From an optimization exercise on the open Yosys and OpenROAD flow, aimed at a short achievable clock period and few clock cycles; shortcuts taken in it are not production practice.
Where RTL was checked, it was by simulation tests only, not by an equivalence proof against the original.
For runs 1 and 2, only the layout was checked, not whether the RTL still works.
Power and IR drop assume default switching activity.

==> design/flow/design.v <==
module mips(input  logic        clk, reset,
            output logic [31:0] pc,
            input  logic [31:0] instr,
            output logic        memwrite,
            output logic [31:0] aluout, writedata,
            input  logic [31:0] readdata);
  localparam logic [5:0] OP_R    = 6'b000000;
  localparam logic [5:0] OP_J    = 6'b000010;
  localparam logic [5:0] OP_BEQ  = 6'b000100;
  localparam logic [5:0] OP_BGTZ = 6'b000111;
  localparam logic [5:0] OP_ADDI = 6'b001000;
  localparam logic [5:0] OP_ANDI = 6'b001100;
  localparam logic [5:0] OP_XORI = 6'b001110;
  localparam logic [5:0] OP_LH   = 6'b100001;
  localparam logic [5:0] OP_LW   = 6'b100011;
  localparam logic [5:0] OP_LHU  = 6'b100100;
  localparam logic [5:0] OP_SW   = 6'b101011;
  logic [31:0] pcF;
  logic        validD, predD, crossD, longD;
  logic [31:0] fixTgt;
  logic [31:0] irD, pc4D;
  logic        validE;
  logic        regwE, memwE, loadE, brEqE, brGtE, jrE, predE, xE;
  logic        selAdd, selAnd, selOr, selXor, selSlt, selSrl, subE;
  logic [1:0]  ldtE;
  logic [4:0]  destE, shamtE;
  logic [31:0] opAE, opBE, sdE, altE;
  logic        constE;    
  logic [31:0] cvalE;
  logic        regwM, memwM;
  logic [1:0]  ldtM;      
  logic [4:0]  destM;
  logic [31:0] aluM, sdM;
  logic [31:0] aluQ;      
  logic        brGtM, jrM, gtM, predM;
  logic [31:0] altM, jrsumM;
  logic [31:0] rf [1:31];
  logic [31:0] resultM;
  always_comb
    case (ldtM)
      2'd1:    resultM = readdata;
      2'd2:    resultM = {{16{readdata[15]}}, readdata[15:0]};
      2'd3:    resultM = {24'b0, readdata[7:0]};
      default: resultM = aluM;
    endcase
  always_ff @(posedge clk)
    if (regwM) rf[destM] <= resultM;
  assign aluout    = aluQ;
  assign writedata = sdM;
  assign memwrite  = memwM;
  logic [31:0] a, b, sd, sum, alures;
  logic        taken, redirE;
  logic [31:0] tgtE;
  assign a  = opAE;
  assign b  = opBE;
  assign sd = sdE;
  logic [32:0] sumx;
  assign sumx = {a, 1'b1} + {b, subE};
  assign sum  = sumx[32:1];
  logic [31:0] pE, cE, logres;
  assign logres = ({32{selAnd}} & (a & b))
                | ({32{selOr}}  & (a | b))
                | ({32{selXor}} & (a ^ b))
                | ({32{selSrl}} & (b >> shamtE));
  assign pE = a ^ b;
  assign cE = sum ^ pE;
  fwdsel u_alures(.px(pE), .c(cE), .sltx(sum[31]), .fs(selAdd), .fl(selSlt),
                  .rest(logres), .y(alures));
  logic [31:0] jrsum;
  logic        a_gt_b;
  assign jrsum = a + b;
  assign a_gt_b = (a > b);
  assign taken  = (a == b);
  assign redirE = validE & brEqE & (taken ^ xE) & ~redirM;
  assign tgtE   = altE;
  logic        redirM;
  logic [31:0] tgtM;
  assign redirM = brGtM & (gtM ^ predM) | jrM;
  assign tgtM   = jrM ? jrsumM : altM;
  logic [5:0]  opD, fnD;
  logic [4:0]  rsD, rtD, rdD, destD;
  logic [31:0] seD, zeD, rsv, rtv;
  logic        isR, isJR, isLoad, isSW, isBEQ, isBGTZ, isADDI, isANDI, isXORI;
  logic        useRt, regwD, stall;
  assign opD = irD[31:26];
  assign fnD = irD[5:0];
  assign rsD = irD[25:21];
  assign rtD = irD[20:16];
  assign rdD = irD[15:11];
  assign seD = {{16{irD[15]}}, irD[15:0]};
  assign zeD = {16'b0, irD[15:0]};
  assign isR    = (opD == OP_R);
  assign isJR   = isR & (fnD == 6'b001000);
  assign isLoad = (opD == OP_LW) | (opD == OP_LH) | (opD == OP_LHU);
  assign isSW   = (opD == OP_SW);
  assign isBEQ  = (opD == OP_BEQ);
  assign isBGTZ = (opD == OP_BGTZ);
  assign isADDI = (opD == OP_ADDI);
  assign isANDI = (opD == OP_ANDI);
  assign isXORI = (opD == OP_XORI);
  assign useRt = isR | isBEQ | isBGTZ | isSW;
  logic invD;
  assign invD = isR & ((fnD == 6'b100010) | (fnD == 6'b101010));
  assign destD = isR ? rdD : rtD;
  assign regwD = ((isR & ~isJR) | isLoad | isADDI | isANDI | isXORI) & (destD != 5'd0);
  assign rsv = (rsD == 5'd0) ? 32'b0 : (regwM & (destM == rsD)) ? resultM : rf[rsD];
  assign rtv = (rtD == 5'd0) ? 32'b0 : (regwM & (destM == rtD)) ? resultM : rf[rtD];
  logic hitA, hitB;
  logic matchA, matchB;
  assign matchA = validE & regwE & (destE == rsD);
  assign matchB = validE & regwE & (destE == rtD);
  assign hitA   = matchA & ~loadE;
  assign hitB   = matchB & ~loadE;
  assign stall = validD & loadE & ((matchA & (opD != OP_J)) | (useRt & matchB));
  logic        immB;
  logic [31:0] immv, restA, restB, restS, nextA, nextB, nextS;
  assign immB  = isLoad | isSW | isADDI | isANDI | isXORI;
  assign immv  = (isANDI | isXORI) ? zeD : seD;
  assign restA = hitA ? logres : rsv;
  assign restS = hitB ? logres : rtv;
  assign restB = immB ? immv : ({32{invD}} ^ restS);
  fwdsel u_nextA(.px(pE), .c(cE), .sltx(sum[31]), .fs(hitA & selAdd),
                 .fl(hitA & selSlt), .rest(restA), .y(nextA));
  fwdsel u_nextB(.px(pE ^ {32{invD}}), .c(cE), .sltx(sum[31] ^ invD),
                 .fs(~immB & hitB & selAdd), .fl(~immB & hitB & selSlt),
                 .rest(restB), .y(nextB));
  fwdsel u_nextS(.px(pE), .c(cE), .sltx(sum[31]), .fs(hitB & selAdd),
                 .fl(hitB & selSlt), .rest(restS), .y(nextS));
  logic        eA, eB, mA, mB, zA, zB;
  logic        cA, cB, aA, aB;        
  logic        jrFast;
  logic [31:0] ceam, jrtgtD, dtgt;
  assign zA = (rsD == 5'd0);
  assign zB = (rtD == 5'd0);
  assign eA = validE & regwE & (destE == rsD);
  assign eB = validE & regwE & (destE == rtD);
  assign mA = regwM & (destM == rsD);
  assign mB = regwM & (destM == rtD);
  assign cA = ~zA & eA & constE;
  assign cB = ~zB & eB & constE;
  assign aA = ~zA & ~eA & mA & (ldtM == 2'd0);
  assign aB = ~zB & ~eB & mB & (ldtM == 2'd0);
  assign jrFast = isJR & (zA | cA | aA) & (zB | cB | aB);
  assign ceam = cvalE + aluM;
  always_comb
    case ({cA, aA, cB, aB})
      4'b1000, 4'b0010: jrtgtD = cvalE;
      4'b0100, 4'b0001: jrtgtD = aluM;
      4'b1001, 4'b0110: jrtgtD = ceam;
      4'b1010:          jrtgtD = {cvalE[30:0], 1'b0};
      4'b0101:          jrtgtD = {aluM[30:0], 1'b0};
      default:          jrtgtD = 32'b0;
    endcase
  logic        predEff;
  assign predEff = predD & ~longD;
  logic        rLong, rCross, redirD;
  assign rLong  = longD;
  assign rCross = crossD;
  assign redirD = validD & ~stall & (rLong | rCross | jrFast);
  assign dtgt   = jrFast ? jrtgtD : rCross ? fixTgt : pc4D;
  logic [31:0] brtgtD;
  assign brtgtD[31:2] = pc4D[31:2] + seD[29:0];
  assign brtgtD[1:0] = pc4D[1:0];
  logic [31:0] pc4F, jtgtF, btgtF;
  logic [5:0]  opF;
  logic        isJF, predF;
  assign opF   = instr[31:26];
  logic [29:0] pcinc;
  assign pcinc = pcF[31:2] + 30'd1;
  assign pc4F = {pcinc, pcF[1:0]};
  assign isJF  = (opF == OP_J);
  assign predF = ((opF == OP_BEQ)  & ((instr[25:21] == instr[20:16]) | instr[15])) |
                 ((opF == OP_BGTZ) & ((instr[20:16] == 5'd0) | instr[15]));
  assign jtgtF = {pc4F[31:28], instr[25:0], 2'b00};
  logic [7:0]  btlo;
  logic        btc, shortF;
  logic [9:0] btsum;
  assign btsum = {1'b0, pcF[9:2], 1'b1} + {1'b0, instr[7:0], 1'b1};
  assign btlo  = btsum[8:1];
  assign btc   = btsum[9];
  assign btgtF = {pcF[31:10], btlo, pcF[1:0]};
  logic [21:0] hiPF, hiMF;
  assign hiPF  = pcF[31:10] + 22'd1;
  assign hiMF  = pcF[31:10] - 22'd1;
  assign shortF = (instr[15:8] == {8{instr[7]}});
  assign pc = pcF;
  logic [31:0] pcbase, pcnext;
  logic        ovr, selJ, selB;
  assign ovr    = redirM | stall | redirD;
  assign pcbase = redirM ? tgtM : stall ? pcF : dtgt;
  assign selJ   = isJF;
  assign selB   = predF & ~isJF;
  pcsel u_pcsel(.etgt(tgtE), .base(pcbase), .jtgt(jtgtF), .btgt(btgtF), .p4(pc4F),
                .rede(redirE), .ovr(ovr), .selj(selJ), .selb(selB), .y(pcnext));
  always_ff @(posedge clk, posedge reset)
    if (reset) pcF <= 32'b0;
    else       pcF <= pcnext;
  always_ff @(posedge clk, posedge reset)
    if (reset)       validD <= 1'b0;
    else if (redirM | redirE) validD <= 1'b0;
    else if (!stall) validD <= ~redirD;
  always_ff @(posedge clk)
    if (!stall) begin
      irD   <= instr;
      pc4D  <= pc4F;
      predD <= predF;
      crossD <= predF & shortF & (btc != instr[7]);
      longD  <= predF & ~shortF;
      fixTgt <= {btc ? hiPF : hiMF, btlo, pcF[1:0]};
    end
  logic killE;
  assign killE = redirM | redirE | stall | ~validD;
  always_ff @(posedge clk, posedge reset)
    if (reset) validE <= 1'b0;
    else       validE <= ~killE;
  always_ff @(posedge clk) begin
    regwE  <= regwD;
    memwE  <= isSW;
    loadE  <= isLoad;
    brEqE  <= isBEQ | (isBGTZ & (rtD == 5'd0));
    brGtE  <= isBGTZ & (rtD != 5'd0);
    xE     <= isBEQ ? predEff : ~predEff;
    jrE    <= isJR & ~jrFast;
    constE <= (isADDI | isANDI | isXORI) & (rsD == 5'd0);
    cvalE  <= isADDI ? seD : isXORI ? zeD : 32'b0;
    predE  <= predEff;
    ldtE   <= (opD == OP_LW) ? 2'd1 : (opD == OP_LH) ? 2'd2 : (opD == OP_LHU) ? 2'd3 : 2'd0;
    destE  <= destD;
    shamtE <= irD[10:6];
    subE   <= invD;
    selAdd <= isLoad | isSW | isADDI | (isR & ((fnD == 6'b100000) | (fnD == 6'b100010)));
    selAnd <= isANDI | (isR & (fnD == 6'b100100));
    selOr  <= isR & (fnD == 6'b100101);
    selXor <= isXORI;
    selSlt <= isR & (fnD == 6'b101010);
    selSrl <= isR & (fnD == 6'b000010);
    opAE   <= nextA;
    opBE   <= nextB;
    sdE    <= nextS;
    altE   <= predEff ? pc4D : brtgtD;
  end
  always_ff @(posedge clk, posedge reset)
    if (reset) begin
      regwM <= 1'b0;
      memwM <= 1'b0;
      brGtM <= 1'b0;
      jrM   <= 1'b0;
    end else begin
      regwM <= validE & regwE & ~redirM;
      memwM <= validE & memwE & ~redirM;
      brGtM <= validE & brGtE & ~redirM;
      jrM   <= validE & jrE & ~redirM;
    end
  always_ff @(posedge clk) begin
    ldtM  <= ldtE;
    destM <= destE;
    aluM  <= alures;
    aluQ  <= sum;
    sdM   <= sd;
    gtM    <= a_gt_b;
    predM  <= predE;
    altM   <= altE;
    jrsumM <= jrsum;
  end
endmodule
module fwdsel(input  logic [31:0] px, c, rest,
              input  logic        sltx, fs, fl,
              output logic [31:0] y);
  assign y[31:1] = fs ? (px[31:1] ^ c[31:1]) : rest[31:1];
  assign y[0]    = fs ? (px[0] ^ c[0]) : fl ? sltx : rest[0];
endmodule
module pcsel(input  logic [31:0] etgt, base, jtgt, btgt, p4,
             input  logic        rede, ovr, selj, selb,
             output logic [31:0] y);
  assign y = rede ? etgt : ovr ? base : selj ? jtgt : selb ? btgt : p4;
endmodule
==> design/flow/flow/run.sh <==
#!/bin/bash
# Standard ORFS layout (the standard.sh) with these changes to how it is
# made (constraints unchanged):
#  - ports are buffered with buf_4 instead of the default delay buffer, and
#    the resizer may change a cell's footprint.
set -euo pipefail
bash standard.sh finish SETUP_SLACK_MARGIN=6.6 MATCH_CELL_FOOTPRINT=0 \
  "BUFFER_PORTS_ARGS=-buffer_cell sky130_fd_sc_hd__buf_4" CTS_CLUSTER_SIZE=20 CTS_CLUSTER_DIAMETER=60 > make_finish.log 2>&1
==> design/flow/standard.sh <==
#!/bin/bash
# synth_recipe.tcl (not shown) runs the flow's synth.tcl, then flattens the netlist and writes it again
# the make line also repeats each setting of config.mk as NAME=value (left out here)
make -C /OpenROAD-flow-scripts/flow DESIGN_CONFIG=/design/flow/config.mk WORK_HOME=/design/flow/orfs CLKGATE_MAP_FILE= SYNTH_SCRIPT=/design/flow/synth_recipe.tcl "${@:-finish}"
==> design/flow/config.mk <==
export PLATFORM = sky130hd
export DESIGN_NAME = mips
export DESIGN_NICKNAME = mips
export VERILOG_FILES = /design/flow/design.v
export SDC_FILE = /design/flow/constraint.sdc
export NUM_CORES = 4
export LEC_CHECK = 0
export CAP_MARGIN = 20
export CORE_MARGIN = 2
export CORE_UTILIZATION = 40
export SETUP_SLACK_MARGIN = 5
export SLEW_MARGIN = 20
==> design/flow/constraint.sdc <==
create_clock -name core_clock -period 9.0 [get_ports {clk}]
set_input_delay 1.8000 -clock core_clock [delete_from_list [all_inputs] [get_ports {clk}]]
set_output_delay 1.8000 -clock core_clock [all_outputs]
set_load 0.01 [all_outputs]
==> results of run 1 <==
[state kept, by name, summed over array words and instances (netlist names), 2 cells and up, named ones only]
signal,flops
pcF,32
altM,32
cvalE,17
ldtM,2
jrsumM,32
fixTgt,32
rf,992
sdE,32
destM,5
destE,5
pc4D,30
irD,32
aluM,32
ldtE,2
shamtE,5
opBE,32
sdM,32
altE,32
aluQ,32
opAE,32
[worst paths after layout]
check	startpoint	end	slack, ns	depth (start not counted)
min in group asynchronous	reset	pcF[15]$_DFFE_PP0P_	1.23	2
worst max-delay path	instr[0]	fixTgt[31]$_DFFE_PN_	3.88	24
max in group asynchronous	reset	regwM$_DFF_PP0_	7.15	2
worst max register to register	pcF[2]$_DFFE_PP0P_	fixTgt[31]$_DFFE_PN_	4.41	23
worst min-delay path	sdE[8]$_DFF_P_	sdM[8]$_DFF_P_	0.33	0
worst min register to register	sdE[8]$_DFF_P_	sdM[8]$_DFF_P_	0.33	0
[cells by family after synthesis]
| logic type | after synthesis | synth area share [%] |
|---|---|---|
| flops | 1479 | 54.0 |
| compound gates | 1186 | 10.3 |
| simple gates | 1025 | 6.24 |
| mux | 839 | 20.9 |
| buf+inv | 535 | 2.89 |
| xor+xnor | 202 | 2.35 |
| fa+ha+maj | 191 | 3.23 |
[layer usage]
layer	up-vias	part of all wire [%]
li1	23300	-
met1	29400	36
met2	4018	45
met3	1011	10
met4	6	8.5
met5	-	0.012
[what timing repair did]
| action | in CTS | in global routing |
|---|---|---|
| gates cloned | 82 | 19 |
| gates resized for setup | 1387 | 502 |
| setup buffers | 521 | 201 |
| setup endpoints to repair | 1943 | 638 |
| pin swaps | 273 | 301 |
[Yosys cell counts, types with 83 or more instances]
| cell | count |
|---|---|
| nor2_1 | 331 |
| nand2_1 | 332 |
| clkbuf_1 | 246 |
| edfxtp_1 | 1089 |
| xnor2_1 | 119 |
| mux4_2 | 582 |
| xor2_1 | 83 |
| a21oi_1 | 314 |
| mux2i_1 | 218 |
| o21ai_0 | 245 |
| ha_1 | 185 |
| a211oi_1 | 117 |
| dfxtp_1 | 352 |
| inv_1 | 152 |
[placed cells by master, fill, tap and decap left out, types with 55 or more instances in the layout]
cell type	Yosys	routed
buf_6	1	290
clkbuf_16	0	172
dfxtp_1	352	209
o21ai_0	245	96
mux4_2	582	582
dfxtp_4	0	55
xnor2_1	119	88
a211oi_1	117	76
inv_1	152	102
xor2_1	83	73
a21oi_2	0	89
edfxtp_1	1089	1089
ha_1	185	125
buf_4	29	571
a21oi_1	314	187
nor2_1	331	254
buf_12	0	89
mux2i_1	218	158
a21o_1	72	68
nand2_1	332	258
dfxtp_2	0	88
o21ai_1	9	58
[stage by stage]
stage               area (um^2)  hold WS (ns)  util [%]
finish                    99900         0.328      53.3
global route              99900         0.332      53.3
CTS                       95800         0.329      51.1
detailed placement        80000         0.313      42.7
global placement          80000         0.315      42.7
floorplan                 76400         0.310         -
[layout make-up]
type / count / area [um^2]
Inverter: 156 / 657
Timing Repair inverter: 2 / 15.0
Multi-Input combinational cell: 3460 / 39000
Antenna cell: 4 / 10.0
Sequential cell: 1479 / 41100
Fill cell: 14900 / 87500
Clock inverter: 82 / 960
Tap cell: 2495 / 3120
Timing Repair Buffer: 1072 / 12000
Clock buffer: 131 / 3070
[power breakdown]
part | switching [mW] | internal, mW
Combinational | 3.64 | 3.38
Clock | 2.84 | 2.69
Sequential | 0.667 | 8.09
Total | 7.16 | 14.2
==> run summary, run 1 <==
syn avg cell area 13.8 um^2; first-pass GRT wire length 417000 um; Core Rows 159; Critical-path top delay cell fa_2; status complete, no violations; worst slack, placed 2.45 ns; Largest stage delay, worst path 0.33 ns; final hold vios 0; measured slew at the worst slew-check pin 1.08 ns; worst path arrival time 5.66 ns; Die Span Y 438 um; VDD IR-drop max 253 uV; Routed Antenna Nets 0; initial core utilization 40.2%; Synth Net Count 5714; Critical Path Start Type primary input; crit share post-route 56.8%; worst setup path class primary input to flop; Leak Pwr 35.8 nW; cts hold-fix bufs 0; DR iter-0 viols 8431; Synthesis Warnings 1; initial antenna violation count 9; met2 track demand over resource 48.3%; CTS Buf Count 116; Top Usage Layer GRT met2; #FFs+latches synth 1479; dominant cell type by area after synthesis edfxtp_1; critical path's top delay family compound AO/OA/AOI/OAI gates; Slew Viols, Final 0; vias in the first global route 55300; GPL Wtd Cong 0.988; Tot Pwr 21.3 mW; DP Wirelength 170000 um; clk_skew 0.0529 ns; fraction of registers with async set/reset 2.57%; pwr dens 213 nW/um^2; Worst-path clk slew 0.07 ns; die area 192000 um^2; required time of the critical path 9.54 ns; met1 Use GR 38.1%; clock tree root buffer cell clkbuf_16; Max Freq 195 MHz; chip width 438 um; Layout area overhead 32.7%; number of H-tree levels 3; layout cell share with drive strength beyond 1 46.8%; PortBufs 162; DRC 0; pin count of the biggest net entering global routing 65; DR pass1 iterations 8; setup TNS after final layout 0 ns; Final nets 6544; routed vias/inst 6.50; clk buf depth 3; Detailed Route WL 306000 um; clock sink count 1479; EDFF count, synth 1089; worst-path maximum fanout 7; Global Route met3 Usage 5.87%; shortest period the worst path allows 5.12 ns; Syn Inst Count 5457; number of max-cap violations 0; Layout Cells excl Fill 8881; sequential share of the synthesized area 54.0%; share of the synthesized area in the top cell type 43.4%; CP endpoint kind flop; crit-path cells buf_8 -> clkinv_8 -> ha_4 -> inv_2 -> fa_2 -> a21o_1 -> a21oi_2 -> o21bai_1 -> a21oi_2 -> o21bai_4 -> a21oi_4 -> buf_12 -> buf_12 -> ha_4 -> o21a_1 -> o21ai_1 -> nand2b_1 -> a41o_1 -> a221o_1 -> a21oi_2 -> nor2b_1 -> o21a_1 -> o41ai_2 -> xnor2_1; CTS tree yes; Synth Cell Area 75300 um^2; most used cell, CP a21oi_2; All-Layer GR Usage 30.5%; post-DR wirelength/cell 34.5 um; Netlist cell types 88; max_slew headroom 28.3%; clock latency on the worst-skew pair 0.81 ns; setup ws final 3.88 ns; Bufs and invs on worst path 5; Hold Path Class flop to flop; Final Setup Violations 0; synth top area cells edfxtp_1 (43%), mux4_2 (17%), dfxtp_1 (9.4%), ha_1 (3.1%), mux2i_1 (2.9%); Top FF cell, synth edfxtp_1; DP Cell Count 7841; unrepaired setup endpoints after global routing true; grt total ovfl 0; via count 57700; Top Ports 163; Core Region 187000 um^2
==> run 2, diff against run 1 <==
--- a/design/flow/design.v
+++ b/design/flow/design.v
@@ -45,6 +45,10 @@
     endcase
   always_ff @(posedge clk)
     if (regwM) rf[destM] <= resultM;
+  logic [31:0] one;    
+  always_ff @(posedge clk, posedge reset)
+    if (reset)      one <= '0;
+    else if (regwM) one[destM] <= (resultM == 32'd1);
   assign aluout    = aluQ;
   assign writedata = sdM;
   assign memwrite  = memwM;
@@ -153,6 +157,9 @@
     endcase
   logic        predEff;
   assign predEff = predD & ~longD;
+  logic        lastD;
+  assign lastD = validD & isADDI & (rsD == rtD) & (rtD != 5'd0) & (irD[15:0] == 16'hFFFF) &
+                 ~eA & ~mA & one[rtD];
   logic        rLong, rCross, redirD;
   assign rLong  = longD;
   assign rCross = crossD;
@@ -170,7 +177,8 @@
   assign pc4F = {pcinc, pcF[1:0]};
   assign isJF  = (opF == OP_J);
   assign predF = ((opF == OP_BEQ)  & ((instr[25:21] == instr[20:16]) | instr[15])) |
-                 ((opF == OP_BGTZ) & ((instr[20:16] == 5'd0) | instr[15]));
+                 ((opF == OP_BGTZ) & ((instr[20:16] == 5'd0) | instr[15]) &
+                  ~(lastD & (instr[20:16] == 5'd0) & (instr[25:21] == rtD)));
   assign jtgtF = {pc4F[31:28], instr[25:0], 2'b00};
   logic [7:0]  btlo;
   logic        btc, shortF;
@@ -206,7 +214,7 @@
       predD <= predF;
       crossD <= predF & shortF & (btc != instr[7]);
       longD  <= predF & ~shortF;
-      fixTgt <= {btc ? hiPF : hiMF, btlo, pcF[1:0]};
+      fixTgt <= {({22{btc}} & hiPF) | ({22{~btc}} & hiMF), btlo, pcF[1:0]};
     end
   logic killE;
   assign killE = redirM | redirE | stall | ~validD;
==> design/flow/flow/run.sh (replaced) <==
#!/bin/bash
# Standard ORFS layout (the standard.sh) with these changes to how it is
# made (constraints unchanged):
#  - ports are buffered with buf_4 instead of the default delay buffer, and
#    the resizer may change a cell's footprint.
set -euo pipefail
bash standard.sh finish SETUP_SLACK_MARGIN=6.2 MATCH_CELL_FOOTPRINT=0 \
  "BUFFER_PORTS_ARGS=-buffer_cell sky130_fd_sc_hd__buf_4" CTS_CLUSTER_SIZE=20 CTS_CLUSTER_DIAMETER=60 > make_finish.log 2>&1
==> run 2 against run 1 <==
  * Clock-buffer cell count is 17 higher
  * Setup slack improved by 1.4 ns
  * Synthesized cell count increased by 5.2%
  * Largest cell class unchanged
  * Area after synthesis is 2.5% higher
  * Register-to-register slack better by 0.86 ns
  * Clock power rose by 7.9%
  * Maximum frequency increased by 37%
  * Critical path depth down 11
  * Largest power group unchanged
==> run summary, run 2 <==
Max Freq 268 MHz; Hold Path Class flop to flop; pin count of the biggest net entering global routing 71; fraction of registers with async set/reset 4.63%; CP endpoint kind flop; worst path arrival time 4.46 ns; Synthesis Warnings 1; crit share post-route 41.4%; GPL Wtd Cong 0.974; critical path's top delay family simple AND/OR/NAND/NOR gates; Top Ports 163; Core Region 192000 um^2; DR pass1 iterations 10; synth top area cells edfxtp_1 (42%), mux4_2 (17%), dfxtp_1 (9.1%), mux2i_1 (3.0%), ha_1 (2.8%); number of H-tree levels 4; Synth Cell Area 77200 um^2; Layout Cells excl Fill 9183; required time of the critical path 9.73 ns; clk buf depth 3; VDD IR-drop max 157 uV; worst-path maximum fanout 7; worst slack, placed 3.73 ns; Core Rows 161; max_slew headroom 26.3%; Critical-path top delay cell or4b_4; DR iter-0 viols 8771; Final Setup Violations 0; EDFF count, synth 1089; Syn Inst Count 5741; Detailed Route WL 329000 um; first-pass GRT wire length 448000 um; initial antenna violation count 10; #FFs+latches synth 1511; unrepaired setup endpoints after global routing true; Critical Path Start Type primary input; CTS tree yes; Leak Pwr 36.6 nW; initial core utilization 40.2%; setup ws final 5.27 ns; clock latency on the worst-skew pair 0.85 ns; DP Cell Count 8132; grt total ovfl 0; vias in the first global route 57700; syn avg cell area 13.4 um^2; status complete, no violations; Slew Viols, Final 0; chip width 443 um; clock sink count 1511; dominant cell type by area after synthesis edfxtp_1; crit-path cells buf_4 -> or4_4 -> nor2_4 -> nand4_1 -> or4b_4 -> o22ai_4 -> buf_6 -> buf_12 -> mux2i_1 -> o21ai_1 -> a21oi_1 -> nor3_1 -> a221o_1; Layout area overhead 32.6%; PortBufs 162; Netlist cell types 100; top-count cell post-synth edfxtp_1; filler cell count 15600; clk_skew 0.0471 ns; via count 60300; DRC 0; Largest register FFs 992; most frequent cells in the layout edfxtp_1 (1089), buf_4 (620), mux4_2 (571); routed vias/inst 6.56; DP Wirelength 183000 um; post-DR wirelength/cell 35.8 um; Final nets 6795; final hold vios 0; clock tree root buffer cell clkbuf_16; Synth Net Count 5983; commonest non-fill, non-tap cell in the layout edfxtp_1; Top reg by flops rf; shortest period the worst path allows 3.73 ns; Worst-path clk slew 0.08 ns; layout cell share with drive strength beyond 1 45.2%; sequential share of the synthesized area 53.8%; Bufs and invs on worst path 3; Synth top cells by count edfxtp_1 (1089), mux4_2 (571), nor2_1 (391); number of max-cap violations 0; pwr dens 210 nW/um^2; setup TNS after final layout 0 ns; Die Span Y 443 um; measured slew at the worst slew-check pin 1.10 ns; Routed Antenna Nets 0; share of the synthesized area in the top cell type 42.4%; Top FF cell, synth edfxtp_1; die area 196000 um^2; CTS Buf Count 130; All-Layer GR Usage 32.3%; Largest stage delay, worst path 0.55 ns; worst setup path class primary input to flop
run 2: worst register-to-register path, delay by kind of cell, from the launching register on:
family | cells | cell delay, ns
simple gates | 1 | 0.23
flops | 1 | 0.68
compound gates | 9 | 2.08
xor+xnor | 1 | 0.28
fa+ha+maj | 1 | 0.34
run 2: path summary, 6_finish.rpt:
kind | startpoint | endpoint | slack [ns] | cells after the start
max reg2reg | aluM[2]$_DFF_P_ | pcF[31]$_DFFE_PP0P_ | 5.27 | 12
max in group asynchronous | reset | pcF[23]$_DFFE_PP0P_ | 7.27 | 4
min in group asynchronous | reset | memwM$_DFF_PP0_ | 1.10 | 3
min reg2reg | sdE[19]$_DFF_P_ | sdM[19]$_DFF_P_ | 0.32 | 0
max | instr[18] | pcF[3]$_DFFE_PP0P_ | 5.27 | 13
min | sdE[19]$_DFF_P_ | sdM[19]$_DFF_P_ | 0.32 | 0
run 2: routing by layer:
| layer | GRT usage (%) | up-vias | share of wire (%) |
|---|---|---|---|
| li1 | - | 24200 | - |
| met1 | 39.0 | 30700 | 35 |
| met2 | 50.6 | 4198 | 46 |
| met3 | 8.16 | 1102 | 11 |
| met4 | 22.7 | 10 | 8.7 |
| met5 | 0 | - | 0.021 |
run 2: cells by family (layout without fill, tap and decap cells):
kind of cell             count (synthesis)  count (layout)  synth area share, %
AO/OA/AOI/OAI                         1247            1268                 10.5
AND/OR/NAND/NOR                       1147            1149                 6.86
multiplexers                           850             852                 20.4
other                                    0               3                    0
XOR/XNOR                               226             226                 2.56
flip-flops                            1511            1511                 53.8
adder cells (fa/ha/maj)                176             176                 2.90
buffers and inverters                  584            1472                 3.07
run 2: area by class of cell:
| cell class | count | area [um^2] | share of cell area [%] |
|---|---|---|---|
| multi-input cells | 3671 | 40300 | 39.4 |
| flip-flops and latches | 1511 | 41800 | 40.8 |
| inverters | 160 | 687 | 0.671 |
| clock buffers | 148 | 3450 | 3.37 |
| well taps | 2526 | 3160 | 3.09 |
| repair buffers | 1078 | 12000 | 11.7 |
| repair inverters | 1 | 16.3 | 0.0159 |
| diodes | 3 | 7.51 | 0.00733 |
| clock inverters | 85 | 941 | 0.919 |
run 2: stage by stage:
step	power [mW]	hold slack, ns	area [um^2]	util, %
global route	22.0	0.317	102000	53.3
finish	21.5	0.319	102000	53.3
floorplan	11.4	0.310	78500	-
detailed placement	13.1	0.312	82200	42.8
global placement	13.1	0.312	82200	42.8
CTS	20.6	0.318	97800	50.9
run 2: where the power goes:
part,leakage (nW),switching (mW),internal (mW),total (mW)
combinational,20.4,3.62,3.01,6.64
clock,2.14,2.95,3.03,5.98
sequential,14.0,0.636,8.21,8.84
run 2: timing repair:
action,in CTS,in global routing
setup buffers,476,238
resized for setup,1286,523
gates cloned,89,11
endpoints found under the setup margin,1022,1017
hold buffers,0,0
pin swaps,261,270
==> run 3, diff against run 2 <==
--- a/design/flow/design.v
+++ b/design/flow/design.v
@@ -17,7 +17,9 @@
   localparam logic [5:0] OP_SW   = 6'b101011;
   logic [31:0] pcF;
   logic        validD, predD, crossD, longD;
-  logic [31:0] fixTgt;
+  logic [21:0] hiPD, hiMD;
+  logic [7:0]  btloD;
+  logic        btcD;
   logic [31:0] irD, pc4D;
   logic        validE;
   logic        regwE, memwE, loadE, brEqE, brGtE, jrE, predE, xE;
@@ -26,6 +28,7 @@
   logic [4:0]  destE, shamtE;
   logic [31:0] opAE, opBE, sdE, altE;
   logic        constE;    
+  logic        lastE;     
   logic [31:0] cvalE;
   logic        regwM, memwM;
   logic [1:0]  ldtM;      
@@ -155,14 +158,17 @@
       4'b0101:          jrtgtD = {aluM[30:0], 1'b0};
       default:          jrtgtD = 32'b0;
     endcase
-  logic        predEff;
-  assign predEff = predD & ~longD;
   logic        lastD;
   assign lastD = validD & isADDI & (rsD == rtD) & (rtD != 5'd0) & (irD[15:0] == 16'hFFFF) &
                  ~eA & ~mA & one[rtD];
+  logic        exitD, predEff;
+  assign exitD   = isBGTZ & zB & validE & lastE & (destE == rsD) & predD & ~longD;
+  assign predEff = predD & ~longD & ~exitD;
+  logic [31:0] fixTgt;
+  assign fixTgt = {btcD ? hiPD : hiMD, btloD, pc4D[1:0]};
   logic        rLong, rCross, redirD;
-  assign rLong  = longD;
-  assign rCross = crossD;
+  assign rLong  = longD | exitD;
+  assign rCross = crossD & ~exitD;
   assign redirD = validD & ~stall & (rLong | rCross | jrFast);
   assign dtgt   = jrFast ? jrtgtD : rCross ? fixTgt : pc4D;
   logic [31:0] brtgtD;
@@ -177,8 +183,7 @@
   assign pc4F = {pcinc, pcF[1:0]};
   assign isJF  = (opF == OP_J);
   assign predF = ((opF == OP_BEQ)  & ((instr[25:21] == instr[20:16]) | instr[15])) |
-                 ((opF == OP_BGTZ) & ((instr[20:16] == 5'd0) | instr[15]) &
-                  ~(lastD & (instr[20:16] == 5'd0) & (instr[25:21] == rtD)));
+                 ((opF == OP_BGTZ) & ((instr[20:16] == 5'd0) | instr[15]));
   assign jtgtF = {pc4F[31:28], instr[25:0], 2'b00};
   logic [7:0]  btlo;
   logic        btc, shortF;
@@ -214,7 +219,10 @@
       predD <= predF;
       crossD <= predF & shortF & (btc != instr[7]);
       longD  <= predF & ~shortF;
-      fixTgt <= {({22{btc}} & hiPF) | ({22{~btc}} & hiMF), btlo, pcF[1:0]};
+      hiPD   <= hiPF;
+      hiMD   <= hiMF;
+      btloD  <= btlo;
+      btcD   <= btc;
     end
   logic killE;
   assign killE = redirM | redirE | stall | ~validD;
@@ -230,6 +238,7 @@
     xE     <= isBEQ ? predEff : ~predEff;
     jrE    <= isJR & ~jrFast;
     constE <= (isADDI | isANDI | isXORI) & (rsD == 5'd0);
+    lastE  <= lastD;
     cvalE  <= isADDI ? seD : isXORI ? zeD : 32'b0;
     predE  <= predEff;
     ldtE   <= (opD == OP_LW) ? 2'd1 : (opD == OP_LH) ? 2'd2 : (opD == OP_LHU) ? 2'd3 : 2'd0;
==> design/flow/flow/run.sh (replaced) <==
#!/bin/bash
# Standard ORFS layout (the standard.sh) with these changes to how it is
# made (constraints unchanged):
#  - ports are buffered with buf_4 instead of the default delay buffer, and
#    the resizer may change a cell's footprint.
set -euo pipefail
bash standard.sh finish SETUP_SLACK_MARGIN=6.6 MATCH_CELL_FOOTPRINT=0 \
  "BUFFER_PORTS_ARGS=-buffer_cell sky130_fd_sc_hd__buf_4" CTS_CLUSTER_SIZE=24 CTS_CLUSTER_DIAMETER=60 > make_finish.log 2>&1
==> run 3 against run 2 <==
  * Critical path depth unchanged
  * Combinational power is 6.6% higher
  * Power increased by 4.3%
  * Non-clock buffer count rose by 149
  * Register-to-register slack gained 0.27 ns
  * Setup slack better by 0.27 ns
  * First-iteration DRC count up 9.2%
  * Sequential power rose by 2.4%
  * Maximum frequency grew 7.8%
  * Highest routed layer unchanged
==> run summary, run 3 <==
met2 track demand over resource 50.1%; clock tree root buffer cell clkbuf_16; share of the synthesized area in the top cell type 42.7%; hold depth 0; Largest register FFs 992; number of max-cap violations 0; routed vias/inst 6.66; Synth Cell Area 78100 um^2; clk_skew 0.0521 ns; chip width 446 um; pin count of the biggest net entering global routing 63; fraction of registers with async set/reset 4.56%; Netlist cell types 96; setup TNS after final layout 0 ns; CTS Buf Count 130; syn avg cell area 13.6 um^2; FF-to-FF path depth 13; Sw Ratio 34.5%; Final nets 6949; clock sink count 1534; Layout area overhead 37.0%; status complete, no violations; met1 Use GR 40.8%; Tot Pwr 22.4 mW; P_int 14.7 mW; worst setup path class flop to flop; required time of the critical path 9.71 ns; synth top area cells edfxtp_1 (43%), mux4_2 (17%), dfxtp_1 (9.1%), mux2i_1 (2.8%), ha_1 (2.7%); Final Setup Violations 0; DP Cell Count 8146; CP endpoint kind flop; Synth Net Count 5997; Global Route met3 Usage 8.57%; PortBufs 162; final hold vios 0; post-DR wirelength/cell 36.7 um; Top Ports 163; top-count cell post-synth edfxtp_1; dpl cell area 82700 um^2; setup ws final 5.54 ns; most frequent cells in the layout edfxtp_1 (1111), buf_4 (631), mux4_2 (577); Layout Cells excl Fill 9362; grt total ovfl 0; clk buf depth 3; initial core utilization 40.2%; Logic pwr share 31.6%; #FFs+latches synth 1534; Max Freq 289 MHz; first-pass GRT wire length 459000 um; Slew Viols, Final 0; clock latency on the worst-skew pair 0.87 ns; Detailed Route WL 343000 um; via count 62400; CTS tree yes; Routed Antenna Nets 0; Core Region 194000 um^2; Top Usage Layer GRT met2; unrepaired setup endpoints after global routing true; EDFF count, synth 1111; Hold Path Class flop to flop; sequential share of the synthesized area 54.0%; initial antenna violation count 11; VDD IR-drop max 163 uV; Clk network pwr share 28.0%; dominant cell type by area after synthesis edfxtp_1; vias in the first global route 59000; Worst-path clk slew 0.08 ns; DR iter-0 viols 9580; GPL Wtd Cong 0.996; Core Rows 162; worst slack, placed 3.89 ns; crit share post-route 38.5%; All-Layer GR Usage 32.9%; Leak Pwr 38.6 nW; filler cell count 15100; max_slew headroom 29.5%; layout cell share with drive strength beyond 1 49.2%; area occupied by multi-input gates 41600 um^2; DR pass1 iterations 10; pwr dens 209 nW/um^2; worst path arrival time 4.17 ns; Syn Inst Count 5755; shortest period the worst path allows 3.46 ns; Top reg by flops rf; number of H-tree levels 4; measured slew at the worst slew-check pin 1.06 ns; Top FF cell, synth edfxtp_1; Critical Path Start Type flop; Synthesis Warnings 1; die area 199000 um^2; Finished Cell Area 107000 um^2; DRC 0; DP Wirelength 184000 um; switching power 7.72 mW; FF/Latch Area 42500 um^2; commonest non-fill, non-tap cell in the layout edfxtp_1; Synth top cells by count edfxtp_1 (1111), mux4_2 (577), nand2_1 (401); worst-path maximum fanout 6; register share of total power 40.4%; Die Span Y 446 um
-- run 3: what timing repair did --
item / in CTS / in global routing
resized for setup: 1570 / 695
buffers inserted: 564 / 275
endpoints found under the setup margin: 1778 / 1399
pin swaps: 301 / 361
hold buffers: 0 / 0
gates cloned: 109 / 23
-- run 3: through the flow --
stage	util, %	hold slack (ns)
after floorplan	-	0.310
after global placement	42.6	0.314
after detailed placement	42.6	0.312
after CTS	52.0	0.321
after global routing	55.0	0.327
final	55.0	0.319
-- run 3: worst paths after layout --
path | to | slack, ns | startpoint
worst max-delay path | pcF[17]$_DFFE_PP0P_ | 5.54 | irD[30]$_DFFE_PN_
worst min-delay path | sdM[27]$_DFF_P_ | 0.32 | sdE[27]$_DFF_P_
worst max register to register | pcF[17]$_DFFE_PP0P_ | 5.54 | irD[30]$_DFFE_PN_
worst min register to register | sdM[27]$_DFF_P_ | 0.32 | sdE[27]$_DFF_P_
max in group asynchronous | pcF[12]$_DFFE_PP0P_ | 6.79 | reset
min in group asynchronous | one[11]$_DFFE_PP0P_ | 0.86 | reset
-- run 3: critical path, cell delays in order, from the launching register on --
cell	delay, ns
edfxtp_1	0.50
nor4bb_2	0.39
nand4b_1	0.23
or4_4	0.63
o21a_4	0.24
buf_12	0.15
buf_4	0.14
buf_8	0.12
buf_8	0.13
nor2_4	0.10
a211oi_4	0.07
a311oi_2	0.35
a211o_1	0.20
a31oi_1	0.09
-- run 3: power by group through the flow --
stage                     Clock [mW]  Combinational (mW)  Sequential (mW)
after floorplan                    0                2.78             8.80
after global placement             0                4.11             9.25
after detailed placement           0                4.13             9.26
after CTS                       6.28                6.02             9.00
after global routing            6.54                7.32             9.07
final                           6.26                7.08             9.05
-- run 3: logic make-up (layout without fill, tap and decap cells) --
family,Yosys count,count (layout),synth area share [%]
buf+inv,585,1622,3.19
compound gates,1205,1222,10.1
fa+ha+maj,176,176,2.87
xor+xnor,238,238,2.67
other cells,0,6,0
simple gates,1170,1172,6.91
flops,1534,1534,54.0
mux,847,850,20.2
-- run 3: final cells by class --
class,count,area share [%]
Antenna cell,6,0.0140
Clock inverter,102,1.23
Clock buffer,137,3.14
Multi-Input combinational cell,3658,38.9
Timing Repair Buffer,1227,13.4
Inverter,156,0.614
Sequential cell,1534,39.8
Tap cell,2542,2.97
-- run 3: routing by layer --
metal	vias up	share of wire (%)
li1	24600	-
met1	31700	35
met4	12	9.5
met5	-	0.024
met3	1346	12
met2	4755	44
Testbench counts of run 3, summed over its fixed seeds: cycles 11,864.
==> run 4, diff against run 3 <==
==> design/flow/flow/run.sh (replaced) <==
#!/bin/bash
# Standard ORFS layout (the standard.sh) with these changes to how it is
# made (constraints unchanged):
#  - ports are buffered with buf_4 instead of the default delay buffer, and
#    the resizer may change a cell's footprint.
set -euo pipefail
bash standard.sh finish SETUP_SLACK_MARGIN=6.6 MATCH_CELL_FOOTPRINT=0 \
  "BUFFER_PORTS_ARGS=-buffer_cell sky130_fd_sc_hd__buf_4" CTS_CLUSTER_SIZE=28 CTS_CLUSTER_DIAMETER=100 > make_finish.log 2>&1
==> run 4 against run 3 <==
  * Still clean on timing, DRC and antenna
  * Setup slack improved by 0.022 ns
  * Flip-flop and latch count unchanged
  * Clock power fell by 31%
  * Clock-buffer cell count decreased by 42
  * Register-to-register slack improved by 0.02 ns
  * Global-route usage is 0.26 points higher
  * Non-clock buffer count increased by 56
  * Critical endpoint is now pcF[25]$_DFFE_PP0P_
  * Largest cell class unchanged
  * Highest routed layer unchanged
==> run summary, run 4 <==
routed vias/inst 6.70; Synth Net Count 5997; DR pass1 iterations 8; Synth top cells by count edfxtp_1 (1111), mux4_2 (577), nand2_1 (401); clock latency on the worst-skew pair 0.80 ns; worst setup path class flop to flop; DRC 0; Worst-path clk slew 0.12 ns; clk_skew 0.0782 ns; worst hold slack 0.313 ns; hold wc startpoint sdE[21]$_DFF_P_; pin count of the biggest net entering global routing 63; post-DR wirelength/cell 37.1 um; Layout Cells excl Fill 9308; crit share post-route 38.2%; final hold vios 0; DP Wirelength 184000 um; DR iter-0 viols 9648; All-Layer GR Usage 33.1%; layout cell share with drive strength beyond 1 48.8%; Global Route met3 Usage 8.45%; required time of the critical path 9.66 ns; clock sink count 1534; Max Freq 291 MHz; first-pass GRT wire length 463000 um; Final nets 6953; EDFF count, synth 1111; number of max-cap violations 0; dominant cell type by area after synthesis edfxtp_1; #FFs+latches synth 1534; CTS Buf Count 75; met2 track demand over resource 50.7%; Hold Path Class flop to flop; chip width 446 um; most frequent cells in the layout edfxtp_1 (1111), buf_4 (678), mux4_2 (577); sequential share of the synthesized area 54.0%; Post-Route Utilization 54.3%; DP Cell Count 8146; grt total ovfl 0; Critical Path Start Type flop; share of the synthesized area in the top cell type 42.7%; initial core utilization 40.2%; fraction of registers with async set/reset 4.56%; worst-path maximum fanout 8; number of H-tree levels 3; Leak Pwr 37.9 nW; setup TNS after final layout 0 ns; status complete, no violations; Worst R2R Start irD[23]$_DFFE_PN_; shortest period the worst path allows 3.44 ns; max_slew headroom 28.9%; Slew Viols, Final 0; worst path arrival time 4.10 ns; VDD IR-drop max 139 uV; PortBufs 162; cts hold-fix bufs 0; measured slew at the worst slew-check pin 1.06 ns; Syn Inst Count 5755; vias in the first global route 59200; die area 199000 um^2; CTS tree yes; via count 62400; Top FF cell, synth edfxtp_1; synth top area cells edfxtp_1 (43%), mux4_2 (17%), dfxtp_1 (9.1%), mux2i_1 (2.8%), ha_1 (2.7%); Critical Path Start irD[23]$_DFFE_PN_; Top Usage Layer GRT met2; Synthesis Warnings 1; Detailed Route WL 345000 um; clock tree root buffer cell clkbuf_16; Final Setup Violations 0; pwr dens 194 nW/um^2; Synth Cell Area 78100 um^2; Core Region 194000 um^2; setup ws final 5.56 ns; top-count cell post-synth edfxtp_1; Netlist cell types 96; Layout area overhead 35.2%; syn avg cell area 13.6 um^2; met1 Use GR 40.8%; initial antenna violation count 5; Die Span Y 446 um; Top reg by flops rf; commonest non-fill, non-tap cell in the layout edfxtp_1; GPL Wtd Cong 0.996; Largest register FFs 992; Routed Antenna Nets 0; worst slack, placed 3.89 ns; clk buf depth 3; Core Rows 162; unrepaired setup endpoints after global routing true; Top Ports 163; CP endpoint kind flop
## run 4: cell count changes in the layout (fill, tap and decap cells not counted), sizes merged
cell | before | now
diode | 6 | 7
inv | 198 | 163
clkbuf | 216 | 176
clkinvlp | 13 | 9
or3 | 18 | 21
clkinv | 43 | 12
nor2 | 356 | 355
bufinv | 4 | 2
mux2 | 52 | 49
buf | 1148 | 1202
o21ai | 287 | 291
## run 4: area by class of cell
| cell class | instances | area (um^2) |
|---|---|---|
| Clock buffer | 95 | 2020 |
| Antenna cell | 7 | 17.5 |
| Tap cell | 2542 | 3180 |
| Timing Repair Buffer | 1283 | 14800 |
| Multi-Input combinational cell | 3661 | 41800 |
| Clock inverter | 30 | 480 |
| Sequential cell | 1534 | 42500 |
| Inverter | 156 | 669 |
| Fill cell | 15200 | 88900 |
## run 4: what timing repair did
action | in CTS | in global routing
pin swaps | 338 | 344
gates resized for setup | 1735 | 599
buffers inserted | 639 | 256
setup endpoints to repair | 1865 | 1130
cloned | 116 | 19
## run 4: logic make-up after synthesis
kind of cell / after synthesis / synth area share [%]
and+or+nand+nor: 1170 / 6.91
adders and majority gates: 176 / 2.87
AOI/OAI and AO/OA: 1205 / 10.1
DFF: 1534 / 54.0
xor gates and xnor gates: 238 / 2.67
buffers and inverters: 585 / 3.19
muxes: 847 / 20.2
## run 4: per-layer routing
metal	routed length (um)	part of all wire, %	vias up
li1	-	-	24500
met1	119000	35	31800
met2	154000	45	4765
met3	40700	12	1263
met4	31600	9.2	2
met5	13	0.0038	-
## run 4: path summary, 6_finish.rpt
kind                                       endpoint  slack, ns  depth (start not counted)
worst min register to register      sdM[21]$_DFF_P_       0.31                          0
worst max-delay path            pcF[25]$_DFFE_PP0P_       5.56                         15
min in group asynchronous       one[27]$_DFFE_PP0P_       0.94                          2
worst min-delay path                sdM[21]$_DFF_P_       0.31                          0
worst max register to register  pcF[25]$_DFFE_PP0P_       5.56                         15
max in group asynchronous       pcF[12]$_DFFE_PP0P_       6.80                          3
## run 4: power breakdown
part / switching (mW) / internal, mW / total, mW
registers: 0.666 / 8.37 / 9.04
logic: 3.92 / 3.23 / 7.15
clock network: 2.57 / 1.75 / 4.32
## run 4: per-stage QoR
step	area (um^2)	power (mW)
finish	106000	20.5
global route	106000	21.0
floorplan	79200	11.6
detailed placement	82700	13.4
global placement	82700	13.4
CTS	100000	19.4
## run 4: critical path, stage by stage, from the launching register on
cell      delay (ns)
edfxtp_1        0.49
buf_4           0.19
xnor2_1         0.29
nand2_1         0.18
nor4_4          0.27
buf_4           0.17
buf_12          0.11
a21oi_4         0.07
or3_4           0.42
nand4_1         0.10
buf_6           0.15
buf_12          0.16
o31ai_4         0.09
buf_6           0.16
a222oi_1        0.30
o31ai_1         0.14
==> run 5, diff against run 4 <==
==> design/flow/flow/run.sh (replaced) <==
#!/bin/bash
# Standard ORFS layout (the standard.sh) with these changes to how it is
# made (constraints unchanged):
#  - ports are buffered with buf_4 instead of the default delay buffer, and
#    the resizer may change a cell's footprint.
set -euo pipefail
bash standard.sh finish SETUP_SLACK_MARGIN=6.6 MATCH_CELL_FOOTPRINT=0 \
  "BUFFER_PORTS_ARGS=-buffer_cell sky130_fd_sc_hd__buf_4" CTS_CLUSTER_SIZE=16 CTS_CLUSTER_DIAMETER=50 > make_finish.log 2>&1
==> run 5 against run 4 <==
  * Still clean
  * Clock skew is 0.028 ns lower
  * Area after synthesis stayed put
  * Via count is 0.38% lower
  * Global-route usage is 0.65 points lower
  * Clock-buffer cell count is 90 higher
  * Largest cell class unchanged
==> run summary, run 5 <==
VDD IR-drop max 152 uV; via count 62100; number of H-tree levels 4; required time of the critical path 9.75 ns; synth top area cells edfxtp_1 (43%), mux4_2 (17%), dfxtp_1 (9.1%), mux2i_1 (2.8%), ha_1 (2.7%); fraction of registers with async set/reset 4.56%; Routed Antenna Nets 0; PortBufs 162; CTS Buf Count 169; worst setup path class flop to flop; DR pass1 iterations 8; sequential share of the synthesized area 54.0%; Worst R2R Start ldtM[1]$_DFF_P_; CTS tree yes; worst-path maximum fanout 12; reg2reg end pcF[23]$_DFFE_PP0P_; #FFs+latches synth 1534; hold wc startpoint sdE[0]$_DFF_P_; number of max-cap violations 0; worst path arrival time 4.16 ns; routed vias/inst 6.62; unrepaired setup endpoints after global routing true; setup TNS after final layout 0 ns; All-Layer GR Usage 32.5%; Final nets 6939; Slew Viols, Final 0; GPL Wtd Cong 0.996; Die Span Y 446 um; Tot Pwr 23.2 mW; chip width 446 um; crit share post-route 37.9%; layout cell share with drive strength beyond 1 48.7%; max_slew headroom 27.8%; Final Setup Violations 0; top-count cell post-synth edfxtp_1; Synth Net Count 5997; clock latency on the worst-skew pair 0.85 ns; FF/Latch Area 42500 um^2; clock sink count 1534; first-pass GRT wire length 455000 um; clk buf depth 3; Synthesis Warnings 1; initial core utilization 40.2%; DP Wirelength 184000 um; Synth Cell Area 78100 um^2; status complete, no violations; Largest register FFs 992; post-DR wirelength/cell 36.2 um; clk_skew 0.0505 ns; WHS Endpoint sdM[0]$_DFF_P_; grt total ovfl 0; shortest period the worst path allows 3.41 ns; Top Ports 163; commonest non-fill, non-tap cell in the layout edfxtp_1; Layout area overhead 36.6%; DRC 0; Synth top cells by count edfxtp_1 (1111), mux4_2 (577), nand2_1 (401); Core Region 194000 um^2; area occupied by multi-input gates 41000 um^2; Syn Inst Count 5755; Core Rows 162; final hold vios 0; pin count of the biggest net entering global routing 63; syn avg cell area 13.6 um^2; vias in the first global route 59000; R2R setup slack 5.59 ns; Detailed Route WL 340000 um; pwr dens 217 nW/um^2; Top FF cell, synth edfxtp_1; die area 199000 um^2; Leak Pwr 38.6 nW; DR iter-0 viols 9543; Netlist cell types 96; hold depth 0; initial antenna violation count 9; EDFF count, synth 1111; dominant cell type by area after synthesis edfxtp_1; Hold Path Class flop to flop; clock tree root buffer cell clkbuf_16; Max Freq 293 MHz; measured slew at the worst slew-check pin 1.08 ns; share of the synthesized area in the top cell type 42.7%; Critical Path Start Type flop; CP endpoint kind flop; FF-to-FF path depth 15; most frequent cells in the layout edfxtp_1 (1111), buf_4 (632), mux4_2 (577); Worst-path clk slew 0.07 ns; Top reg by flops rf; filler cell count 15200
==> run 5: metal layers <==
metal  global-route usage (%)  up-vias  routed length (um)
met5                        0        -                  46
met1                     39.8    31600              117000
met4                     23.2        4               31400
met2                     50.2     4644              152000
met3                     7.93     1323               38600
li1                         -    24600                   -
==> run 5: worst max-delay path, stage by stage, from the launching register on <==
cell and delay (ns):
dfxtp_4 0.41, buf_16 0.19, nor2_4 0.14, buf_12 0.14, nand3b_1 0.12, nor4_4 0.26, buf_6 0.17, buf_4 0.14
and2_1 0.20, a21oi_2 0.09, nor2_4 0.30, buf_12 0.19, a221oi_1 0.14, a211oi_2 0.52, o21ai_1 0.14, a31oi_1 0.16
==> run 5: cell families after synthesis <==
family / share of synthesized area [%]
adder cells (fa/ha/maj): 2.87
flip-flops: 54.0
multiplexers: 20.2
AO/OA/AOI/OAI: 10.1
XOR/XNOR: 2.67
AND/OR/NAND/NOR: 6.91
buffers and inverters: 3.19
==> run 5: area by class of cell <==
class                           count  share of cell area (%)
Tap cell                         2542                    2.98
Antenna cell                        3                 0.00704
Sequential cell                  1534                    39.9
Inverter                          156                   0.628
Clock buffer                      185                    4.08
Multi-Input combinational cell   3652                    38.4
Clock inverter                    126                    1.28
Timing Repair Buffer             1184                    12.7
==> run 5: per-stage QoR <==
step	hold slack [ns]	util, %	instance area [um^2]	instances	worst slack [ns]
detailed placement	0.312	42.6	82700	8146	3.89
global route	0.319	54.9	107000	9380	5.58
global placement	0.314	42.6	82700	8145	3.90
CTS	0.319	52.3	102000	9106	5.67
floorplan	0.310	-	79200	5755	5.24
finish	0.310	54.9	107000	9382	5.59
==> run 5: worst max-delay path by stage <==
stage	from	to	slack, ns	depth (start not counted)
finish	ldtM[1]$_DFF_P_	pcF[23]$_DFFE_PP0P_	5.59	15
global placement	readdata[15]	one[9]$_DFFE_PP0P_	3.90	9
CTS	irD[20]$_DFFE_PN_	pcF[29]$_DFFE_PP0P_	5.67	11
global route	ldtM[1]$_DFF_P_	pcF[23]$_DFFE_PP0P_	5.58	15
floorplan	instr[0]	crossD$_DFFE_PN_	5.24	13
detailed placement	readdata[15]	one[17]$_DFFE_PP0P_	3.89	9
==> run 5: power by group <==
| group | total (mW) | internal, mW | switching, mW |
|---|---|---|---|
| combinational | 6.96 | 3.14 | 3.81 |
| clock | 7.18 | 3.87 | 3.30 |
| sequential | 9.04 | 8.39 | 0.657 |
| total | 23.2 | 15.4 | 7.77 |
==> run 5: what timing repair did <==
action | 4_1_cts | 5_1_grt
resized for setup | 1542 | 610
gates cloned | 94 | 21
setup buffers | 555 | 250
pin swaps | 287 | 357
endpoints found under the setup margin | 1743 | 1263
hold buffers | 0 | 0
==> run 6, diff against run 5 <==
==> design/flow/flow/run.sh (replaced) <==
#!/bin/bash
# Standard ORFS layout (the standard.sh) with these changes to how it is
# made (constraints unchanged):
#  - ports are buffered with buf_4 instead of the default delay buffer, and
#    the resizer may change a cell's footprint.
set -euo pipefail
bash standard.sh finish SETUP_SLACK_MARGIN=6.6 MATCH_CELL_FOOTPRINT=0 \
  "BUFFER_PORTS_ARGS=-buffer_cell sky130_fd_sc_hd__buf_4" CTS_CLUSTER_SIZE=20 CTS_CLUSTER_DIAMETER=60 > make_finish.log 2>&1
==> run 6 against run 5 <==
  * Clock-buffer cell count decreased by 42
  * Cell count increased by 0.65%
  * First-iteration DRC count up 2.0%
  * Maximum frequency grew 2.5%
  * Clock power decreased by 14%
  * Flip-flop and latch count unchanged
  * Highest routed layer unchanged
  * Global-route usage up 0.44 points
  * Largest power group unchanged
  * Via count increased by 0.89%
  * Non-clock buffer count increased by 111
  * Clock skew increased by 0.0040 ns
  * Still clean
  * Area after synthesis unchanged
==> run summary, run 6 <==
status complete, no violations; clock tree root buffer cell clkbuf_16; Synth Net Count 5997; Layout area overhead 37.7%; max_slew headroom 29.1%; number of max-cap violations 0; cts hold-fix bufs 0; unrepaired setup endpoints after global routing true; grt total ovfl 0; DRC 0; clock latency on the worst-skew pair 0.86 ns; WHS Endpoint sdM[27]$_DFF_P_; Post-Route Utilization 55.3%; pin count of the biggest net entering global routing 63; die area 199000 um^2; CP endpoint kind flop; reg2reg end pcF[3]$_DFFE_PP0P_; worst hold slack 0.296 ns; CTS tree yes; setup ws final 5.67 ns; number of H-tree levels 4; clk_skew 0.0545 ns; Final Setup Violations 0; clock sink count 1534; Detailed Route WL 343000 um; #FFs+latches synth 1534; DR pass1 iterations 6; worst slack, placed 3.89 ns; fraction of registers with async set/reset 4.56%; Worst-path clk slew 0.07 ns; first-pass GRT wire length 460000 um; Largest register FFs 992; Synth Cell Area 78100 um^2; All-Layer GR Usage 32.9%; Netlist cell types 96; filler cell count 15100; via count 62700; syn avg cell area 13.6 um^2; DP Wirelength 184000 um; worst path arrival time 4.06 ns; FF-to-FF path depth 15; routed vias/inst 6.64; Synthesis Warnings 1; Core Region 194000 um^2; Top FF cell, synth edfxtp_1; layout cell share with drive strength beyond 1 49.5%; EDFF count, synth 1111; worst-path maximum fanout 7; Leak Pwr 38.9 nW; measured slew at the worst slew-check pin 1.06 ns; pwr dens 208 nW/um^2; chip width 446 um; hold wc startpoint sdE[27]$_DFF_P_; most frequent cells in the layout edfxtp_1 (1111), buf_4 (689), mux4_2 (577); Die Span Y 446 um; commonest non-fill, non-tap cell in the layout edfxtp_1; required time of the critical path 9.73 ns; Layout Cells excl Fill 9443; synth top area cells edfxtp_1 (43%), mux4_2 (17%), dfxtp_1 (9.1%), mux2i_1 (2.8%), ha_1 (2.7%); Max Freq 300 MHz; DR iter-0 viols 9734; switching power 7.64 mW; Top Ports 163; setup TNS after final layout 0 ns; Core Rows 162; final hold vios 0; R2R setup slack 5.67 ns; crit share post-route 37.0%; DP Cell Count 8146; dominant cell type by area after synthesis edfxtp_1; Slew Viols, Final 0; Logic pwr share 31.9%; share of the synthesized area in the top cell type 42.7%; top-count cell post-synth edfxtp_1; post-DR wirelength/cell 36.3 um; Clk network pwr share 27.6%; Sw Ratio 34.2%; Final nets 7024; Synth top cells by count edfxtp_1 (1111), mux4_2 (577), nand2_1 (401); CTS Buf Count 134; initial core utilization 40.2%; register share of total power 40.5%; worst setup path class flop to flop; PortBufs 162; Syn Inst Count 5755; sequential share of the synthesized area 54.0%; GPL Wtd Cong 0.996; VDD IR-drop max 164 uV; Critical Path Start Type flop; Worst R2R Start irD[18]$_DFFE_PN_; Top reg by flops rf; Hold Path Class flop to flop; vias in the first global route 59300; Routed Antenna Nets 0; initial antenna violation count 10; P_int 14.7 mW; clk buf depth 3; shortest period the worst path allows 3.33 ns; hold depth 0; Critical Path Start irD[18]$_DFFE_PN_
[run 6: what timing repair did]
action | CTS | global route
setup buffers | 614 | 291
endpoints found under the setup margin | 1786 | 1165
pin swaps | 373 | 395
gates resized for setup | 1706 | 601
gates cloned | 110 | 27
[run 6: worst max-delay path by stage]
stage / endpoint / slack, ns
5_1_grt: pcF[3]$_DFFE_PP0P_ / 5.59
6_report: pcF[3]$_DFFE_PP0P_ / 5.67
4_1_cts: pc[12] / 5.69
3_3_place_gp: one[9]$_DFFE_PP0P_ / 3.90
2_1_floorplan: crossD$_DFFE_PN_ / 5.24
3_5_place_dp: one[17]$_DFFE_PP0P_ / 3.89
[run 6: through the flow]
step,area (um^2),power [mW]
finish,108000,22.3
global route,107000,22.9
CTS,102000,21.3
detailed placement,82700,13.4
global placement,82700,13.4
floorplan,79200,11.6
[run 6: cell families (layout without fill, tap and decap cells)]
group	after synthesis	in the layout	synth area share, %
DFF	1534	1534	54.0
AOI/OAI and AO/OA	1205	1226	10.1
adders and majority gates	176	176	2.87
other	0	9	0
and+or+nand+nor	1170	1172	6.91
muxes	847	849	20.2
xor gates and xnor gates	238	238	2.67
buffers and inverters	585	1697	3.19
[run 6: area by class of cell]
type	instances	area, um^2	share of cell area, %
Sequential cell	1534	42600	39.6
Timing Repair Buffer	1295	14800	13.7
Inverter	156	664	0.618
Multi-Input combinational cell	3661	41700	38.8
Tap cell	2542	3180	2.96
Clock buffer	143	3440	3.20
Clock inverter	103	1160	1.08
Antenna cell	9	22.5	0.0209
[run 6: layer usage]
metal  up-vias  wire length [um]  global-route usage, %
met3      1266             41300                   8.53
met1     31800            118000                   40.7
met5         -                35                      0
met2      4837            153000                   50.8
li1      24800                 -                      -
met4         6             30300                   22.3
[run 6: power groups by stage]
stage | Combinational, mW | Sequential, mW | Clock [mW]
2_1_floorplan | 2.78 | 8.80 | 0
3_3_place_gp | 4.11 | 9.25 | 0
3_5_place_dp | 4.13 | 9.26 | 0
4_1_cts | 6.06 | 9.01 | 6.21
5_1_grt | 7.36 | 9.06 | 6.47
6_report | 7.13 | 9.04 | 6.17
[run 6: worst max-delay path: stages (launching register included)]
cell and delay, ns:
edfxtp_1 0.49, buf_4 0.19, buf_6 0.11, xnor2_2 0.15, nand2_2 0.12, or3_4 0.42, buf_6 0.15, buf_6 0.12
o211a_1 0.13, nor2_4 0.24, buf_12 0.18, buf_4 0.12, nand2_1 0.06, a31oi_2 0.39, nor3_1 0.13, o31ai_1 0.22
==> run 7, diff against run 6 <==
--- a/design/flow/config.mk
+++ b/design/flow/config.mk
@@ -8,5 +8,6 @@
 export CAP_MARGIN = 20
 export CORE_MARGIN = 2
 export CORE_UTILIZATION = 40
+export PLACE_DENSITY = 0.65
 export SETUP_SLACK_MARGIN = 5
 export SLEW_MARGIN = 20
==> run 7 against run 6 <==
  * Setup slack worse by 0.0053 ns
  * Clock-buffer cell count down 11
  * Register-to-register slack about the same
  * Non-clock buffer count down 16
  * Combinational power down 1%
  * Hold slack better by 0.018 ns
  * Largest power group unchanged
  * Maximum frequency down 0.16%
  * Global-route usage up 0.53 points
  * Power down 0.84%
==> run summary, run 7 <==
status complete, no violations; Top reg by flops rf; vias in the first global route 61000; Max Freq 300 MHz; Bufs and invs on worst path 6; VDD IR-drop max 197 uV; Post-Route Utilization 54.9%; Synth Cell Area 78100 um^2; WHS Endpoint sdM[7]$_DFF_P_; syn avg cell area 13.6 um^2; unrepaired setup endpoints after global routing true; hold wc startpoint sdE[7]$_DFF_P_; die area 199000 um^2; setup ws final 5.67 ns; Core Rows 162; clock tree root buffer cell clkbuf_16; crit share post-route 37.0%; All-Layer GR Usage 33.4%; Finished Cell Area 107000 um^2; initial antenna violation count 14; share of the synthesized area in the top cell type 42.7%; DP Wirelength 183000 um; max_slew headroom 35.6%; #FFs+latches synth 1534; final hold vios 0; PortBufs 162; Synthesis Warnings 1; pwr dens 208 nW/um^2; most frequent cells in the layout edfxtp_1 (1111), buf_4 (659), mux4_2 (577); DR pass1 iterations 7; measured slew at the worst slew-check pin 0.962 ns; first-pass GRT wire length 468000 um; dominant cell type by area after synthesis edfxtp_1; dpl cell area 82700 um^2; Final Setup Violations 0; critical path's top delay family multiplexers; Worst-path clk slew 0.08 ns; hold depth 0; top-count cell post-synth edfxtp_1; initial core utilization 40.2%; Top FF cell, synth edfxtp_1; clock latency on the worst-skew pair 0.88 ns; Slew Viols, Final 0; Netlist cell types 96; Synth top cells by count edfxtp_1 (1111), mux4_2 (577), nand2_1 (401); required time of the critical path 9.68 ns; CTS tree yes; R2R setup slack 5.67 ns; worst slack, placed 4.17 ns; fraction of registers with async set/reset 4.56%; Final nets 6999; crit-path cells buf_6 -> buf_12 -> buf_16 -> buf_12 -> buf_12 -> mux4_2 -> mux4_2 -> mux2i_4 -> nand2_1 -> o211ai_1 -> a21oi_2 -> buf_4; sequential share of the synthesized area 54.0%; number of H-tree levels 3; worst-path maximum fanout 4; Largest stage delay, worst path 0.49 ns; Leak Pwr 38.6 nW; clk buf depth 3; Largest register FFs 992; worst setup path class flop to flop; worst path arrival time 4.02 ns; Top Ports 163; Routed Antenna Nets 0; area occupied by multi-input gates 41300 um^2; FF/Latch Area 42500 um^2; number of max-cap violations 0; post-DR wirelength/cell 36.9 um; clock sink count 1534; Hold Path Class flop to flop; DRC 0; Critical-path top delay cell mux4_2; DR iter-0 viols 10300; Core Region 194000 um^2; Syn Inst Count 5755; DP Cell Count 8137; Layout Cells excl Fill 9403; synth top area cells edfxtp_1 (43%), mux4_2 (17%), dfxtp_1 (9.1%), mux2i_1 (2.8%), ha_1 (2.7%); routed vias/inst 6.76; Layout area overhead 36.6%; filler cell count 14900; CTS Buf Count 121; Synth Net Count 5997; setup TNS after final layout 0 ns; EDFF count, synth 1111; grt total ovfl 0; most used cell, CP buf_12; layout cell share with drive strength beyond 1 48.9%; commonest non-fill, non-tap cell in the layout edfxtp_1; clk_skew 0.110 ns; chip width 446 um; FF-to-FF path depth 12; Critical Path Start Type flop; Detailed Route WL 347000 um; CP endpoint kind flop; Die Span Y 446 um; pin count of the biggest net entering global routing 75; GPL Wtd Cong 0.984; shortest period the worst path allows 3.33 ns; via count 63600; reg2reg end sdE[31]$_DFF_P_
run 7: cell counts after synthesis:
Identical to the previous run, type by type.
run 7: layout make-up:
class / instances / share of cell area, %
tap: 2542 / 2.98
antenna: 7 / 0.0164
clock buffer: 132 / 2.95
timing repair buffer: 1279 / 13.7
sequential: 1534 / 39.9
clock inverter: 88 / 1.16
inverter: 156 / 0.628
multi-input combinational: 3665 / 38.7
run 7: worst max path at each step:
stage	start	to	slack [ns]	cells past startpoint
3_3_place_gp	readdata[15]	one[21]$_DFFE_PP0P_	4.14	9
6_report	flop	sdE[31]$_DFF_P_	5.67	12
3_5_place_dp	readdata[15]	one[9]$_DFFE_PP0P_	4.17	9
5_1_grt	pcF[14]$_DFFE_PP0P_	pc[14]	5.67	2
2_1_floorplan	instr[0]	crossD$_DFFE_PN_	5.24	13
4_1_cts	pcF[14]$_DFFE_PP0P_	pc[14]	5.67	2
run 7: through the flow:
step	hold slack (ns)	total power [mW]
detailed placement	0.313	13.4
global placement	0.313	13.4
finish	0.314	22.2
global route	0.316	22.6
CTS	0.314	21.2
floorplan	0.310	11.6
run 7: kinds of logic (layout without fill, tap and decap cells):
logic type      count (synthesis)  after routing  synth area share (%)
compound gates               1205           1224                  10.1
fa+ha+maj                     176            176                  2.87
other cells                     0              7                     0
simple gates                 1170           1177                  6.91
mux                           847            850                  20.2
flops                        1534           1534                  54.0
buf+inv                       585           1655                  3.19
xor+xnor                      238            238                  2.67
run 7: power breakdown:
group | internal [mW] | switching (mW) | total, mW
Combinational | 3.21 | 3.85 | 7.06
Sequential | 8.38 | 0.684 | 9.06
Clock | 2.99 | 3.04 | 6.03
Total | 14.6 | 7.58 | 22.2
run 7: per-layer routing:
| metal | track usage [%] | share of wire, % | routed length, um | up-vias |
|---|---|---|---|---|
| li1 | - | - | - | 24700 |
| met1 | 39.6 | 33 | 113000 | 31800 |
| met2 | 50.4 | 43 | 151000 | 5446 |
| met3 | 10.5 | 14 | 47900 | 1609 |
| met4 | 26.4 | 10 | 35100 | 8 |
| met5 | 0.147 | 0.016 | 55 | - |
run 7: repair_timing:
action                     in CTS  in global routing
resized for setup            1659                547
gates cloned                  112                 14
hold buffers                    0                  0
setup buffers                 677                236
pin swaps                     345                360
setup endpoints to repair    1771                879

## afterwards: timing with drivers on the ports
Ports are ideal in the flow. The routed layouts listed here were re-timed in OpenROAD. Step 1 sets driving cells, clkbuf_16 on the clock port and buf_2 on the other inputs (assumed; they add their load-dependent delay and slew). Step 2 also shifts input and output timing later by t, the mid clock arrival at the registers, as if the neighbouring blocks saw the same clock. Slacks: ideal ports / drivers / drivers and shift; pairs: ideal ports / drivers.
| run | t, ns | slack for setup (ns) | worst hold slack (ns) | worst register clock-pin slew, ns |
|---|---|---|---|---|
| run 1 | 0.882 | 3.884 / 3.936 / 3.054 | 0.328 / 0.328 / 0.328 | 0.09 / 0.09 |
| run 2 | 0.935 | 5.270 / 5.270 / 4.399 | 0.319 / 0.319 / 0.319 | 0.09 / 0.09 |
| run 3 | 0.921 | 5.538 / 5.538 / 4.885 | 0.319 / 0.319 / 0.319 | 0.10 / 0.10 |
| run 4 | 0.840 | 5.561 / 5.561 / 4.926 | 0.313 / 0.313 / 0.313 | 0.12 / 0.12 |
| run 5 | 0.913 | 5.590 / 5.590 / 4.861 | 0.310 / 0.310 / 0.310 | 0.08 / 0.08 |
| run 6 | 0.920 | 5.672 / 5.643 / 4.910 | 0.296 / 0.296 / 0.296 | 0.09 / 0.09 |
| run 7 | 0.912 | 5.667 / 5.589 / 4.840 | 0.314 / 0.314 / 0.314 | 0.09 / 0.09 |
After both steps every run listed still meets setup and hold. The setup slack of run 2, which loses most, moves by 0.000 ns with the drivers and by -0.871 ns with both steps.
